This is an optimization exercise on Yosys and OpenROAD, whose aim is small area, not a production implementation.
Function was checked by simulation only, so behaviour that the tests miss may differ from the original.

## flow/design.v (module list and top-level ports; edited modules follow where they fit)
// module chen_cordic: 4656 lines
// module cfa: 4 lines
// module cha: 4 lines
module chen_cordic #(
    parameter ROTATE_TYPE = "ROTATE",
    parameter DATABITS = 17,
    parameter ITERATIONS = 16
)(
    input clk,
    input rst_n,
    input Validin,
    input signed [DATABITS-1:0] Xin,
    input signed [DATABITS-1:0] Yin,
    input signed [17:0] Ain,
    output Validout,
    output signed [DATABITS-1:0] Xout,
    output signed [DATABITS-1:0] Yout,
    output signed [17:0] Aout
);
  // ...
==> flow/flow/run.sh <==
#!/bin/bash
# The standard layout (the standard.sh, all steps), with one change: the buffer that
# placement puts on every input and output port is a plain sky130_fd_sc_hd__buf_1 instead of
# the cell buffer_ports picks by itself (a 10 um2 delay buffer). Every port still gets its buffer.
set -euo pipefail
export BUFFER_PORTS_ARGS="-buffer_cell sky130_fd_sc_hd__buf_1"
bash standard.sh > standard.log 2>&1
==> flow/standard.sh <==
#!/bin/bash
# synth_recipe.tcl (not shown) runs the flow's synth.tcl, then flattens the netlist and writes it again
# the make line also repeats each setting of config.mk as NAME=value (left out here)
make -C /OpenROAD-flow-scripts/flow DESIGN_CONFIG=/design/flow/config.mk WORK_HOME=/design/flow/orfs CLKGATE_MAP_FILE= SYNTH_SCRIPT=/design/flow/synth_recipe.tcl "${@:-finish}"
==> flow/config.mk <==
export PLATFORM = sky130hd
export DESIGN_NAME = chen_cordic
export DESIGN_NICKNAME = chen_cordic
export VERILOG_FILES = /design/flow/design.v
export SDC_FILE = /design/flow/constraint.sdc
export NUM_CORES = 4
export LEC_CHECK = 0
export CAP_MARGIN = 0
export CORE_MARGIN = 2
export CORE_UTILIZATION = 70
export CTS_BUF_LIST = sky130_fd_sc_hd__clkbuf_8
export CTS_CLUSTER_DIAMETER = 60
export CTS_CLUSTER_SIZE = 20
export SLEW_MARGIN = 0
export SYNTH_HIERARCHICAL = 1
export SYNTH_MINIMUM_KEEP_SIZE = 0
==> flow/constraint.sdc <==
create_clock -name core_clock -period 6.5 [get_ports {clk}]
set_input_delay 1.3000 -clock core_clock [delete_from_list [all_inputs] [get_ports {clk}]]
set_output_delay 1.3000 -clock core_clock [all_outputs]
set_load 0.01 [all_outputs]
==> flow_summary.json, run 1 <==
{
  "multi_input_area_um2": 19900,
  "clkSinkCount": 644,
  "r2r_slack_ns": 0.13,
  "synth_mux_area_frac": 0.000595,
  "finalMaxSlewViolations": 0,
  "slowest_delay_ns": 0.47,
  "cts-resized-gates": 4,
  "seq-cell-share": 0.359,
  "synth_cell_types": 59,
  "ys_ff_latch": 644,
  "buffers": 166,
  "seq_area_um2": 12900,
  "antenna_left": 0,
  "use_met2": 0.417,
  "layout-drive-gt1-share": 0.0890,
  "place_area_um2": 34700,
  "grt_overflow": 0,
  "synthesis.nets": 3099,
  "num_tap_cells": 615,
  "synth_top_family_by_area": "adder cells",
  "status": "no timing/DRC/antenna violations",
  "crit_type": "reg2reg"
}
==> run 2, diff against run 1 <==
--- a/flow/config.mk
+++ b/flow/config.mk
@@ -5,12 +5,12 @@
 export SDC_FILE = /design/flow/constraint.sdc
 export NUM_CORES = 4
 export LEC_CHECK = 0
-export CAP_MARGIN = 0
+export CAP_MARGIN = 8
 export CORE_MARGIN = 2
 export CORE_UTILIZATION = 70
 export CTS_BUF_LIST = sky130_fd_sc_hd__clkbuf_8
 export CTS_CLUSTER_DIAMETER = 60
 export CTS_CLUSTER_SIZE = 20
-export SLEW_MARGIN = 0
+export SLEW_MARGIN = 8
 export SYNTH_HIERARCHICAL = 1
 export SYNTH_MINIMUM_KEEP_SIZE = 0
==> run 2 against run 1 <==
  * Register-to-register slack about the same
  * Non-clock buffer count unchanged
  * Flip-flop and latch count unchanged
  * Worst setup slack unchanged
  * Highest routed layer unchanged
  * Routed wire length unchanged
  * Final area unchanged
  * Count of clock-buffer cells in the layout unchanged
  * Fmax unchanged
  * Hold slack unchanged
  * Still clean on timing, DRC and antenna
==> flow_summary.json, run 2 <==
{
  "antenna_left": 0,
  "track_usage": 0.234,
  "synth_edf_count": 0,
  "vias_per_cell": 5.08,
  "fin_crit_sh": 0.979,
  "synth_cells": 2267,
  "h-tree-depth": 2,
  "final_util": 0.756,
  "finClkSkew_ns": 0.0296,
  "setup_violations": 0,
  "synth_top_area_frac": 0.391,
  "ys_ff_latch": 644,
  "antenna_found_initial": 0,
  "numCtsBuffers": 46,
  "fp.dieArea_um2": 49800,
  "grt_max_degree": 33,
  "num_io_pins": 108,
  "gp_congestion": 0.898,
  "placementRows": 80,
  "hold_class": "reg2reg",
  "cts_tree": "done",
  "r2r_slack_ns": 0.13,
  "grt_pass1_vias": 18089,
  "maxCapViolCount": 0,
  "final_nets": 3223,
  "slew_headroom": 0.535,
  "drc": 0,
  "die_h_um": 223,
  "grt_pass1_wl_mm": 90.8,
  "netlist_area_um2": 33600,
  "cts_hold_buf": 0,
  "syn_to_final_growth_pct": 6.84,
  "clockBufferDepth": 3,
  "yosysMostFrequentCell": "fa_1",
  "yosysWarnings": 7,
  "coreArea_um2": 47500,
  "clkSinkCount": 644,
  "drtIter0Drc": 509,
  "yosys-top-cells-area": "fa_1 39%, dfxtp_1 38%, xor2_1 5.9%",
  "n_antenna_cell": 0,
  "largest_reg_flops": 13,
  "syn_area_per_cell_um2": 14.8,
  "port_buffers": 107,
  "finalCriticalPeriod_ns": 6.37,
  "initial_core_util": 0.707,
  "tightest_slew_ns": 0.697,
  "vias": 15392,
  "hold_viol_final": 0,
  "seq_area_um2": 12900,
  "fin_cells": 3032,
  "layout-drive-gt1-share": 0.0890,
  "fmax_mhz": 157,
  "worst_setup_path_start_kind": "register",
  "firstDrtPassIters": 5,
  "avgRoutedWirePerCell_um": 17.4,
  "crit_type": "reg2reg",
  "root_buffer": "clkbuf_8",
  "synth_cell_types": 59,
  "top_register": "vld",
  "cp_data_arrival_time_ns": 6.91,
  "grt_overflow": 0,
  "final.setup.tns_ns": 0,
  "status": "no timing/DRC/antenna violations",
  "clk_pin_slew_ns": 0.11,
  "most-common-layout-cells": "638 x dfxtp_1, 613 x fa_1, 223 x xor2_1",
  "fillers": 3044,
  "multi_input_area_um2": 19900,
  "routed_wl_mm": 52.9,
  "cp-end-kind": "register",
  "async_flop_share": 0,
  "dp_hpwl_mm": 44.7,
  "synthesis.nets": 3099,
  "crit_path_max_fanout": 2,
  "cp.required_ns": 7.05,
  "synth_common_cells": "657 x fa_1, 644 x dfxtp_1, 228 x xor2_1",
  "dp.cells": 2954,
  "synth_top_area_cell": "fa_1",
  "synth_seq_area_share": 0.383,
  "finalMaxSlewViolations": 0,
  "clk_latency_ns": 0.66,
  "final_common_cell": "dfxtp_1",
  "synth_ff_type": "dfxtp_1",
  "die_w_um": 223
}
==> run 2: area by class of cell <==
type,count,share of cell area
multi-input cells,1405,0.555
repair buffers,166,0.0235
inverters,128,0.0134
clock inverters,25,0.00843
clock buffers,49,0.0188
well taps,615,0.0214
flip-flops and latches,644,0.359
==> run 2: worst paths after layout <==
check                                start    endpoint  cells past startpoint
worst max-delay path             r5_n581_s   r6_n670_s                     15
worst min-delay path            r3_n16_w_0  r4_n16_w_0                      0
worst max register to register   r5_n581_s   r6_n670_s                     15
worst min register to register  r3_n16_w_0  r4_n16_w_0                      0
==> run 2: timing repair <==
item / CTS / global route
endpoints found under the setup margin: 4 / 31
gates resized for setup: 4 / 62
hold endpoints to repair: 0 / 0
pin swaps: 0 / 11
cloned: 0 / 0
buffers inserted: 0 / 4
==> run 2: logic make-up after synthesis <==
group / synth area share
fa+ha+maj: 0.436
flops: 0.383
xor+xnor: 0.116
buf+inv: 0.0303
compound gates: 0.0206
simple gates: 0.0136
mux: 0.000595
==> run 2: routing by layer <==
layer,global-route usage,part of all wire,vias to the layer above
li1,-,-,7164
met1,0.302,0.41,7965
met2,0.417,0.53,192
met3,0.0382,0.035,71
met4,0.0600,0.024,0
met5,0,0,-
==> run 2: metrics by stage <==
step           hold WS [ns]  instance area [um^2]  worst slack (ns)
6_report              0.325                 35900             0.134
5_1_grt               0.333                 35900           -0.0105
4_1_cts               0.324                 35700           0.00872
3_5_place_dp          0.312                 34700           -0.0241
3_3_place_gp          0.311                 34700             0.110
2_1_floorplan         0.310                 33600            0.0323
==> run 2: critical path, cell delays in order (launching register included) <==
cell and delay, ns:
dfxtp_1 0.34, fa_1 0.45, fa_2 0.37, fa_2 0.43
fa_1 0.40, fa_1 0.47, xor2_1 0.19, fa_1 0.42
fa_2 0.36, fa_1 0.39, fa_1 0.40, fa_2 0.35
fa_1 0.39, fa_1 0.40, fa_1 0.41, fa_1 0.45
==> run 2: Yosys stat by module (local to each module, per instance) <==
| module | cell area, um^2 | cells | flops+latches |
|---|---|---|---|
| chen_cordic | 19900 | 1559 | 644 |
| cfa | 20.0 | 1 | 0 |
| cha | 12.5 | 1 | 0 |
==> run 3, diff against run 2 <==
--- a/flow/config.mk
+++ b/flow/config.mk
@@ -5,12 +5,13 @@
 export SDC_FILE = /design/flow/constraint.sdc
 export NUM_CORES = 4
 export LEC_CHECK = 0
-export CAP_MARGIN = 8
+export CAP_MARGIN = 20
 export CORE_MARGIN = 2
 export CORE_UTILIZATION = 70
 export CTS_BUF_LIST = sky130_fd_sc_hd__clkbuf_8
 export CTS_CLUSTER_DIAMETER = 60
 export CTS_CLUSTER_SIZE = 20
-export SLEW_MARGIN = 8
+export GPL_TIMING_DRIVEN = 0
+export SLEW_MARGIN = 20
 export SYNTH_HIERARCHICAL = 1
 export SYNTH_MINIMUM_KEEP_SIZE = 0
==> run 3 against run 2 <==
  * Largest cell class unchanged
  * Sequential share of layout area decreased by 0.76 points
  * Count of clock-buffer cells in the layout unchanged
  * Register-to-register slack worse by 0.04 ns
  * Die area stayed put
  * Cell count increased by 2.2%
  * Worst setup slack got worse by 0.037 ns
  * Flip-flop and latch count unchanged
  * Critical endpoint is now r3_n431_s
  * Non-clock buffer count increased by 62
  * First-iteration DRC count grew 12%
==> flow_summary.json, run 3 <==
{
  "async_flop_share": 0,
  "hold_viol_final": 0,
  "yosysMostFrequentCell": "fa_1",
  "synthesis.nets": 3099,
  "final_util": 0.774,
  "slew_headroom": 0.446,
  "synth_edf_count": 0,
  "cpLargestDelayFamily": "adder cells",
  "drtIter0Drc": 571,
  "track_usage": 0.239,
  "slowest_delay_ns": 0.52,
  "crit_top_cell": "fa_1",
  "worst_setup_path_start_kind": "register",
  "grt_max_degree": 21,
  "r2r-start": "r2_n12_y",
  "tightest_slew_ns": 0.832,
  "n_antenna_cell": 0,
  "num_io_pins": 108,
  "die_w_um": 223,
  "clkSinkCount": 644,
  "syn_to_final_growth_pct": 9.46,
  "root_buffer": "clkbuf_8",
  "cp-startpoint": "r2_n12_y",
  "ys_ff_latch": 644,
  "fillers": 2821,
  "cts_tree": "done",
  "drc": 0,
  "coreArea_um2": 47500,
  "fin_crit_sh": 0.985,
  "clk_pin_slew_ns": 0.11,
  "synth_seq_area_share": 0.383,
  "numCtsBuffers": 47,
  "antenna_found_initial": 0,
  "fin_area_um2": 36800,
  "final.setup.tns_ns": 0,
  "crit_buf_inv": 1,
  "routed_wl_mm": 55.0,
  "cp-end-kind": "register",
  "synth_top_area_frac": 0.391,
  "place_area_um2": 34900,
  "avgRoutedWirePerCell_um": 17.7,
  "cp.required_ns": 7.02,
  "slowest_stage": "fa_2",
  "h-tree-depth": 2,
  "vias_per_cell": 5.10,
  "finClkSkew_ns": 0.0480,
  "grt_overflow": 0,
  "synth_ff_type": "dfxtp_1",
  "yosysWarnings": 7,
  "antenna_left": 0,
  "firstDrtPassIters": 5,
  "hold_class": "reg2reg",
  "syn_area_per_cell_um2": 14.8,
  "seq_area_um2": 12900,
  "multi_input_area_um2": 20400,
  "min-delay-start": "r9_n846_s",
  "cp_data_arrival_time_ns": 6.93,
  "netlist_area_um2": 33600,
  "cts_hold_buf": 0,
  "clockBufferDepth": 3,
  "placementRows": 80,
  "crit_path_max_fanout": 10,
  "finalCriticalPeriod_ns": 6.40,
  "finalMaxSlewViolations": 0,
  "status": "no timing/DRC/antenna violations",
  "synth_top_area_cell": "fa_1",
  "setup_violations": 0,
  "layout-drive-gt1-share": 0.135,
  "grt_pass1_wl_mm": 92.3,
  "initial_core_util": 0.707,
  "largest_reg_flops": 13,
  "top_register": "vld",
  "maxCapViolCount": 0,
  "hold_ws_ns": 0.313,
  "setup_ws_ns": 0.0962,
  "fmax_mhz": 156,
  "grt_pass1_vias": 18331,
  "pre_cts_ws_ns": -0.638,
  "final_nets": 3286,
  "dp_hpwl_mm": 44.4,
  "die_h_um": 223,
  "synth_cells": 2267,
  "fp.dieArea_um2": 49800,
  "yosys-top-cells-area": "fa_1 39%, dfxtp_1 38%, xor2_1 5.9%",
  "gp_congestion": 0.872,
  "synth_common_cells": "657 x fa_1, 644 x dfxtp_1, 228 x xor2_1",
  "final_common_cell": "dfxtp_1",
  "path_cells": "buf_8 -> xor2_2 -> fa_2 -> xnor2_1 -> fa_1 -> fa_1 -> fa_1 -> fa_1 -> fa_1 -> fa_1 -> fa_1 -> fa_1 -> fa_1 -> xnor2_1 -> fa_1 -> fa_1",
  "crit_type": "reg2reg",
  "clk_latency_ns": 0.68,
  "synth_cell_types": 59,
  "most-common-layout-cells": "623 x dfxtp_1, 588 x fa_1, 214 x xor2_1",
  "port_buffers": 107,
  "vias": 15790
}
[run 3: cell count changes in the layout (fill, tap and decap cells not counted), sizes merged]
cell / delta
buf: +44
bufinv: -2
clkbuf: +17
clkdlybuf4s15: +1
clkinv: +1
clkinvlp: -3
inv: +8
[run 3: area by class of cell]
class,instances,share of cell area
flip-flops and latches,644,0.352
well taps,615,0.0209
clock inverters,29,0.00802
multi-input cells,1405,0.554
repair buffers,143,0.0186
inverters,128,0.0131
plain buffers,85,0.0155
clock buffers,49,0.0183
[run 3: Yosys stat by module, one instance, submodules excluded]
module,times used,flops+latches,cells
chen_cordic,1,644,1559
cha,54,0,1
cfa,654,0,1
[run 3: cells by family after synthesis]
group           Yosys count  synth area share
buf+inv                 218            0.0303
simple gates             84            0.0136
flops                   644             0.383
compound gates          101            0.0206
fa+ha+maj               777             0.436
xor+xnor                441             0.116
mux                       2          0.000595
[run 3: routing by layer]
| metal | up-vias | share of wire | GRT usage |
|---|---|---|---|
| met2 | 185 | 0.54 | 0.432 |
| met3 | 77 | 0.027 | 0.0299 |
| li1 | 7292 | - | - |
| met5 | - | 0.0013 | 0.0108 |
| met1 | 8234 | 0.41 | 0.308 |
| met4 | 2 | 0.022 | 0.0628 |
[run 3: worst paths after layout]
kind	to	slack, ns	cells after the start
setup / recovery	r3_n431_s	0.1	16
hold / removal	r10_n846_s	0.31	0
setup reg to reg	r3_n431_s	0.1	16
hold reg to reg	r10_n846_s	0.31	0
[run 3: timing repair]
action                     4_1_cts  5_1_grt
buffers inserted                10       23
setup endpoints to repair       58       59
pin swaps                        9       24
gates resized for setup         72      106
[run 3: stage by stage]
stage	std cells
after CTS	3078
after detailed placement	2992
after global routing	3098
after global placement	2989
after floorplan	2267
final	3098
[run 3: worst register-to-register path: cells and delay by family (launching register included)]
kind | cells | cell delay, ns
adders and majority gates | 12 | 5.12
DFF | 1 | 0.40
xor gates and xnor gates | 3 | 0.56
buffers and inverters | 1 | 0.18
==> run 4, diff against run 3 <==
--- a/flow/config.mk
+++ b/flow/config.mk
@@ -11,7 +11,6 @@
 export CTS_BUF_LIST = sky130_fd_sc_hd__clkbuf_8
 export CTS_CLUSTER_DIAMETER = 60
 export CTS_CLUSTER_SIZE = 20
-export GPL_TIMING_DRIVEN = 0
 export SLEW_MARGIN = 20
 export SYNTH_HIERARCHICAL = 1
 export SYNTH_MINIMUM_KEEP_SIZE = 0
==> run 4 against run 3 <==
  * Still clean on timing, DRC and antenna
  * Register-to-register slack improved by 0.04 ns
  * Core utilization decreased by 1.8 points
  * Routed wire length decreased by 3.8%
  * Hold slack improved by 0.012 ns
==> flow_summary.json, run 4 <==
{
  "n_antenna_cell": 0,
  "r2r-start": "r5_n581_s",
  "fillers": 3044,
  "top_register": "vld",
  "track_usage": 0.234,
  "initial_core_util": 0.707,
  "drc": 0,
  "syn_area_per_cell_um2": 14.8,
  "antenna_found_initial": 0,
  "grt_pass1_vias": 18089,
  "cp_data_arrival_time_ns": 6.91,
  "async_flop_share": 0,
  "grt_overflow": 0,
  "netlist_area_um2": 33600,
  "final_common_cell": "dfxtp_1",
  "synth_common_cells": "657 x fa_1, 644 x dfxtp_1, 228 x xor2_1",
  "cp-startpoint": "r5_n581_s",
  "firstDrtPassIters": 5,
  "synth_cell_types": 59,
  "h-tree-depth": 2,
  "most-common-layout-cells": "638 x dfxtp_1, 613 x fa_1, 223 x xor2_1",
  "tightest_slew_ns": 0.697,
  "port_buffers": 107,
  "fin_area_um2": 35900,
  "cp.required_ns": 7.05,
  "fp.dieArea_um2": 49800,
  "hold_ws_ns": 0.325,
  "yosysWarnings": 7,
  "numCtsBuffers": 46,
  "yosysMostFrequentCell": "fa_1",
  "clkSinkCount": 644,
  "finalCriticalPeriod_ns": 6.37,
  "r2r_slack_ns": 0.13,
  "drtIter0Drc": 509,
  "root_buffer": "clkbuf_8",
  "final_util": 0.756,
  "dp_hpwl_mm": 44.7,
  "placementRows": 80,
  "crit_path_max_fanout": 2,
  "grt_pass1_wl_mm": 90.8,
  "met3_usage": 0.0382,
  "die_h_um": 223,
  "finalMaxSlewViolations": 0,
  "coreArea_um2": 47500,
  "synth_edf_count": 0,
  "final_nets": 3223,
  "place_area_um2": 34700,
  "grt_max_degree": 33,
  "worst_setup_path_start_kind": "register",
  "gp_congestion": 0.898,
  "reg2regPathDepth": 15,
  "use_met2": 0.417,
  "fmax_mhz": 157,
  "cts_tree": "done",
  "cp-endpoint": "r6_n670_s",
  "clockBufferDepth": 3,
  "finClkSkew_ns": 0.0296,
  "grtUsageMet1": 0.302,
  "clk_latency_ns": 0.66,
  "ys_ff_latch": 644,
  "routed_wl_mm": 52.9,
  "synth_seq_area_share": 0.383,
  "status": "no timing/DRC/antenna violations",
  "yosys-top-cells-area": "fa_1 39%, dfxtp_1 38%, xor2_1 5.9%",
  "die_w_um": 223,
  "maxCapViolCount": 0,
  "grt_busiest_layer": "met2",
  "largest_reg_flops": 13,
  "slew_headroom": 0.535,
  "clk_pin_slew_ns": 0.11,
  "layout-drive-gt1-share": 0.0890,
  "final.setup.tns_ns": 0,
  "synth_top_area_cell": "fa_1",
  "cp-end-kind": "register",
  "vias": 15392,
  "synthesis.nets": 3099,
  "hold_class": "reg2reg",
  "syn_to_final_growth_pct": 6.84,
  "num_io_pins": 108,
  "synth_top_area_frac": 0.391,
  "synth_cells": 2267,
  "antenna_left": 0,
  "hold_viol_final": 0,
  "vias_per_cell": 5.08,
  "setup_violations": 0,
  "crit_type": "reg2reg",
  "synth_ff_type": "dfxtp_1",
  "fin_crit_sh": 0.979,
  "r2r-end": "r6_n670_s",
  "avgRoutedWirePerCell_um": 17.4,
  "cts_hold_buf": 0
}
[run 4: per-stage QoR]
step	setup slack (ns)	std cells
2_1_floorplan	0.0323	2267
3_3_place_gp	0.110	2954
3_5_place_dp	-0.0241	2954
4_1_cts	0.00872	3028
5_1_grt	-0.0105	3032
6_report	0.134	3032
[run 4: repair_timing]
item / CTS / global route
hold endpoints to repair: 0 / 0
resized for setup: 4 / 62
buffers inserted: 0 / 4
pin swaps: 0 / 11
setup endpoints to repair: 4 / 31
[run 4: critical path, stage by stage (launching register included)]
cell and delay (ns):
dfxtp_1 0.34, fa_1 0.45, fa_2 0.37, fa_2 0.43, fa_1 0.40, fa_1 0.47
xor2_1 0.19, fa_1 0.42, fa_2 0.36, fa_1 0.39, fa_1 0.40, fa_2 0.35
fa_1 0.39, fa_1 0.40, fa_1 0.41, fa_1 0.45
[run 4: logic make-up after synthesis]
group                      synth area share
buffers and inverters                0.0303
xor gates and xnor gates              0.116
adders and majority gates             0.436
DFF                                   0.383
and+or+nand+nor                      0.0136
AOI/OAI and AO/OA                    0.0206
muxes                              0.000595
[run 4: how the worst min path moves through the flow]
stage,from,to,cells after the start
global route,r3_n16_w_0,r4_n16_w_0,0
global placement,r3_n16_w_1,r4_n16_w_1,0
finish,r3_n16_w_0,r4_n16_w_0,0
CTS,r5_n16_w_4,r6_n16_w_4,0
floorplan,r9_n16_w_0,r10_n16_w_0,0
detailed placement,r9_n847_s,r10_n847_s,0
[run 4: routing by layer]
metal	wire length, um	vias to the layer above
li1	-	7164
met1	21800	7965
met2	27900	192
met3	1870	71
met4	1250	0
met5	0	-
[run 4: modules after synthesis, one instance, submodules excluded]
module | flops+latches | cell area, um^2
cha | 0 | 12.5
cfa | 0 | 20.0
chen_cordic | 644 | 19900
[run 4: cell type report]
| class | instances | area, um^2 | share of cell area |
|---|---|---|---|
| clock buffers | 49 | 674 | 0.0188 |
| inverters | 128 | 480 | 0.0134 |
| repair buffers | 166 | 845 | 0.0235 |
| clock inverters | 25 | 303 | 0.00843 |
| flip-flops and latches | 644 | 12900 | 0.359 |
| well taps | 615 | 769 | 0.0214 |
| multi-input cells | 1405 | 19900 | 0.555 |

[afterwards: timing with drivers on the ports]
How much do the figures lean on ideal ports? The routed layouts below were timed once more, with nothing changed but the port constraints. Step 1 (the two cells are an assumption about what drives the block):
set clk [get_ports {clk}]
set_driving_cell -lib_cell sky130_fd_sc_hd__clkbuf_16 $clk
set_driving_cell -lib_cell sky130_fd_sc_hd__buf_2 [delete_from_list [all_inputs] $clk]
Step 2 adds t to the input delays and takes it off the output delays; t is the mean of the earliest and latest rising clock arrival at the registers after step 1. Input paths then give back, and output paths get back, about the clock's delay inside the block. a / b / c = ideal / step 1 / step 2; a / b = the first two.
run	t, ns	slack for setup (ns)	latest minus earliest clock arrival (ns)	slew at the worst register clock pin (ns)
run 1	0.706	0.134 / 0.134 / 0.134	0.033 / 0.032	0.12 / 0.12
run 2	0.706	0.134 / 0.134 / 0.134	0.033 / 0.032	0.12 / 0.12
run 3	0.708	0.096 / 0.096 / -0.305	0.049 / 0.049	0.12 / 0.12
run 4	0.706	0.134 / 0.134 / 0.134	0.033 / 0.032	0.12 / 0.12
With both steps, setup timing fails in run 3, where it was met with ideal ports. For run 3, which loses most, drivers alone change the setup slack by 0.000 ns; drivers and shift together by -0.401 ns.
